This is an optimization exercise on Yosys and OpenROAD, whose aim is small area, not a production implementation. Function was checked by simulation only, so behaviour that the tests miss may differ from the original.

== old ==
==> flow/design.v <==
`timescale 1ns / 1ps
module CPU(
    input clk,
    input rst_n,
    input [7:0] op,
    input [7:0] Data,
    input prog_done,
    output [7:0] pos,
    output [6:0] seg1,
    output [6:0] seg2
);
    wire rst = ~rst_n;
    wire set;
    wire clk_bps;
    keyfilter Setfilter(clk, rst, prog_done, set);
    clkDiv ClkDiv(clk, rst, clk_bps);
    reg [2:0] p;
    always @(posedge clk or posedge rst)
        if (rst) p <= 3'd0;
        else if (clk_bps) p <= p + 3'd1;
    assign pos = 8'b1 << p;
    reg [7:0] R0, R1, R2, R3;
    reg [3:0] PC;
    reg full;                        
    wire [3:0] opc = op[7:4];
    wire exec = set & ~opc[3] & (~opc[2] | (opc[1:0] == 2'b00));
    reg [7:0] rx, ry;
    always @* begin
        case (op[3:2]) 2'd0: rx = R0; 2'd1: rx = R1; 2'd2: rx = R2; default: rx = R3; endcase
        case (op[1:0]) 2'd0: ry = R0; 2'd1: ry = R1; 2'd2: ry = R2; default: ry = R3; endcase
    end
    wire sub = opc[0];
    wire [8:0] s = {1'b0, rx} + {sub, ry ^ {8{sub}}} + {8'd0, sub};
    wire [15:0] prod;
    wire [7:0] ms [0:7];
    wire [7:0] mc [0:7];
    assign ms[0] = rx & {8{ry[0]}};
    assign mc[0] = 8'd0;
    assign prod[0] = ms[0][0];
    genvar mi, mj;
    generate
        for (mi = 1; mi < 8; mi = mi + 1) begin : g_mrow
            for (mj = 0; mj < 8; mj = mj + 1) begin : g_mcol
                wire a_in = (mj == 7) ? 1'b0 : ms[mi-1][mj+1];
                wire b_in = rx[mj] & ry[mi];
                wire c_in = mc[mi-1][mj];
                assign ms[mi][mj] = a_in ^ b_in ^ c_in;
                assign mc[mi][mj] = (a_in & b_in) | (a_in & c_in) | (b_in & c_in);
            end
            assign prod[mi] = ms[mi][0];
        end
    endgenerate
    wire [7:0] mcc;
    wire [7:0] mss = {1'b0, ms[7][7:1]};
    generate
        for (mj = 0; mj < 8; mj = mj + 1) begin : g_mfin
            wire ci = (mj == 0) ? 1'b0 : mcc[mj-1];
            assign prod[8+mj] = mss[mj] ^ mc[7][mj] ^ ci;
            assign mcc[mj] = (mss[mj] & mc[7][mj]) | (mss[mj] & ci) | (mc[7][mj] & ci);
        end
    endgenerate
    reg [15:0] wdata;
    always @* begin
        case (opc[2:0])
            3'd0: wdata = {8'd0, Data};
            3'd1: wdata = {8'd0, ry};
            3'd2: wdata = {7'd0, s};
            3'd3: wdata = {{7{s[8]}}, s};
            default: wdata = prod;
        endcase
    end
    wire wr_reg = exec & ~opc[2];
    always @(posedge clk or posedge rst)
        if (rst) begin
            R0 <= 8'd0; R1 <= 8'd0; R2 <= 8'd0; R3 <= 8'd0;
            PC <= 4'd0;
            full <= 1'b0;
        end else if (exec) begin
            PC <= PC + 4'd1;
            if (PC == 4'd15) full <= 1'b1;
            if (wr_reg) begin
                case (op[3:2])
                    2'd0: R0 <= wdata[7:0];
                    2'd1: R1 <= wdata[7:0];
                    2'd2: R2 <= wdata[7:0];
                    default: R3 <= wdata[7:0];
                endcase
            end
        end
    reg [15:0] dict [1:15];
    genvar k;
    generate
        for (k = 1; k < 16; k = k + 1) begin : g_dict
            always @(posedge clk)
                if (exec && PC == k - 1)
                    dict[k] <= wdata;
        end
    endgenerate
    wire [3:0] a = op[3:0];
    wire valid = (a != 4'd0) & (full | (a <= PC));
    reg [15:0] v;
    integer i;
    always @* begin
        v = 16'd0;
        for (i = 1; i < 16; i = i + 1)
            if (a == i) v = dict[i];
        if (!valid) v = 16'd0;
    end
    function [3:0] add3(input [3:0] i);
        case (i)
            4'd5: add3 = 4'd8;
            4'd6: add3 = 4'd9;
            4'd7: add3 = 4'd10;
            4'd8: add3 = 4'd11;
            4'd9: add3 = 4'd12;
            4'd10, 4'd11, 4'd12, 4'd13, 4'd14, 4'd15: add3 = 4'bxxxx;
            default: add3 = i;
        endcase
    endfunction
    function [19:0] bin2bcd(input [15:0] b);
        integer x, y;
        reg [35:0] t;
        begin
            t = {20'd0, b};
            for (x = 0; x < 16; x = x + 1) begin
                for (y = 0; y < 4; y = y + 1)
                    if (x >= 3 + 3*y + (y == 3))
                        t[16 + 4*y +: 4] = add3(t[16 + 4*y +: 4]);
                t = t << 1;
            end
            bin2bcd = t[35:16];
        end
    endfunction
    wire [19:0] bcd = bin2bcd(v);
    reg [3:0] dig;
    always @* begin
        case (p)
            3'd0: dig = bcd[3:0];
            3'd1: dig = bcd[7:4];
            3'd2: dig = bcd[11:8];
            3'd3: dig = bcd[15:12];
            3'd4: dig = bcd[19:16];
            3'd5: dig = (a >= 4'd10) ? a - 4'd10 : a;
            3'd6: dig = {3'd0, a >= 4'd10};
            default: dig = 4'd0;
        endcase
    end
    reg [3:0] num;
    always @(posedge clk or posedge rst)
        if (rst) num <= 4'd0;
        else num <= (opc == 4'b1111) ? dig : 4'd0;
    segMsg segMsg(clk, num, p[2], seg1, seg2);
endmodule
`timescale 1ns / 1ps
module keyfilter(
    input   wire  clk,
    input   wire  rst,
    input   wire  key_in,
    output  reg   key_flag
);
    reg [2:0] cnt_10ms;
    always @ (posedge clk or posedge rst) begin
        if(rst)
            cnt_10ms <= 3'd0;
        else if(!key_in)
            cnt_10ms <= 3'd0;
        else if(cnt_10ms != 3'd4)
            cnt_10ms <= cnt_10ms + 1'b1;
    end
    always @ (posedge clk or posedge rst) begin
        if(rst)
            key_flag <= 1'b0;
        else
            key_flag <= cnt_10ms == 3'd3;
    end
endmodule
`timescale 1ns / 1ps
module clkDiv (
    input  wire clk,
    input  wire rst,
    output wire clk_bps
);
    reg [3:0] cnt;
    always @(posedge clk)
        if (rst)
            cnt <= 4'd0;
        else if (cnt == 4'd10)
            cnt <= 4'd1;
        else
            cnt <= cnt + 4'd1;
    assign clk_bps = cnt == 4'd10;
endmodule
module segMsg(
    input clk,
    input [3:0] show,
    input hi,                
    output [6:0] seg1,
    output [6:0] seg2
);
    reg [3:0] d1, d2;
    always @(posedge clk) begin
        if (!hi) d1 <= show;
        else     d2 <= show;
    end
    function [6:0] pat(input [3:0] d);
        case (d)
            4'd1: pat = 7'b0000110;
            4'd2: pat = 7'b1011011;
            4'd3: pat = 7'b1001111;
            4'd4: pat = 7'b1100110;
            4'd5: pat = 7'b1101101;
            4'd6: pat = 7'b1111101;
            4'd7: pat = 7'b0000111;
            4'd8: pat = 7'b1111111;
            4'd9: pat = 7'b1101111;
            4'd0: pat = 7'b0111111;
            default: pat = 7'bxxxxxxx;
        endcase
    endfunction
    assign seg1 = pat(d1);
    assign seg2 = pat(d2);
endmodule
export LEC_CHECK = 0
export ABC_AREA = 1
export CAP_MARGIN = 20
export CORE_MARGIN = 2
export CORE_UTILIZATION = 40
export SLEW_MARGIN = 20
create_clock -name core_clock -period 150.0 [get_ports {clk}]
run.sh (not shown) runs the stock make flow with config.mk's settings and CLKGATE_MAP_FILE= SYNTH_SCRIPT=/design/flow/synth_recipe.tcl, a recipe that flattens the netlist after the stock synthesis.
diff inputs: old => new
-- flow/config.mk --
<<< old, line 10
export CORE_MARGIN = 2
export CORE_UTILIZATION = 40
export SLEW_MARGIN = 20
>>> new, line 10
export CORE_MARGIN = 2
export CORE_UTILIZATION = 40
export CTS_BUF_LIST = sky130_fd_sc_hd__clkbuf_4
export SLEW_MARGIN = 20
Results
- [compare] base=old new=new: cell area shows a reduction of 0.55%; worst setup slack shows an increase of 130 ps; share of the cycle needed by the critical path after routing shows no meaningful change.

[what the ideal ports hide]
In the flow no input, the clock included, has a driving cell. The finished layouts below were timed again as built, in two steps.
Step 1 (the two cells are an assumption about what drives the block):
set clk [get_ports {clk}]
set_driving_cell -lib_cell sky130_fd_sc_hd__clkbuf_16 $clk
set_driving_cell -lib_cell sky130_fd_sc_hd__buf_2 [delete_from_list [all_inputs] $clk]
Step 2 times the ports against the registers' clock, not the clock port: input delays grow and output delays shrink by t, the midpoint of the rising clock arrivals with the driver on.
Slacks: ideal ports / drivers / drivers and shift; pairs: ideal ports / drivers.
| run | shift t [ns] | setup slack, ns | hold WS [ns] | worst data-port slew with drivers (ns) | cell pins on the clock port's net |
|---|---|---|---|---|---|
| old | 0.587 | 111.432 / 111.435 / 110.847 | 0.476 / 0.476 / 0.476 | 0.05 | 1 |
| new | 0.750 | 111.562 / 111.557 / 110.807 | 0.473 / 0.473 / 0.473 | 0.05 | 1 |
After both steps setup and hold are still met in every run listed. The setup slack of new, which loses most, moves by -0.005 ns with the drivers and by -0.755 ns with both steps.
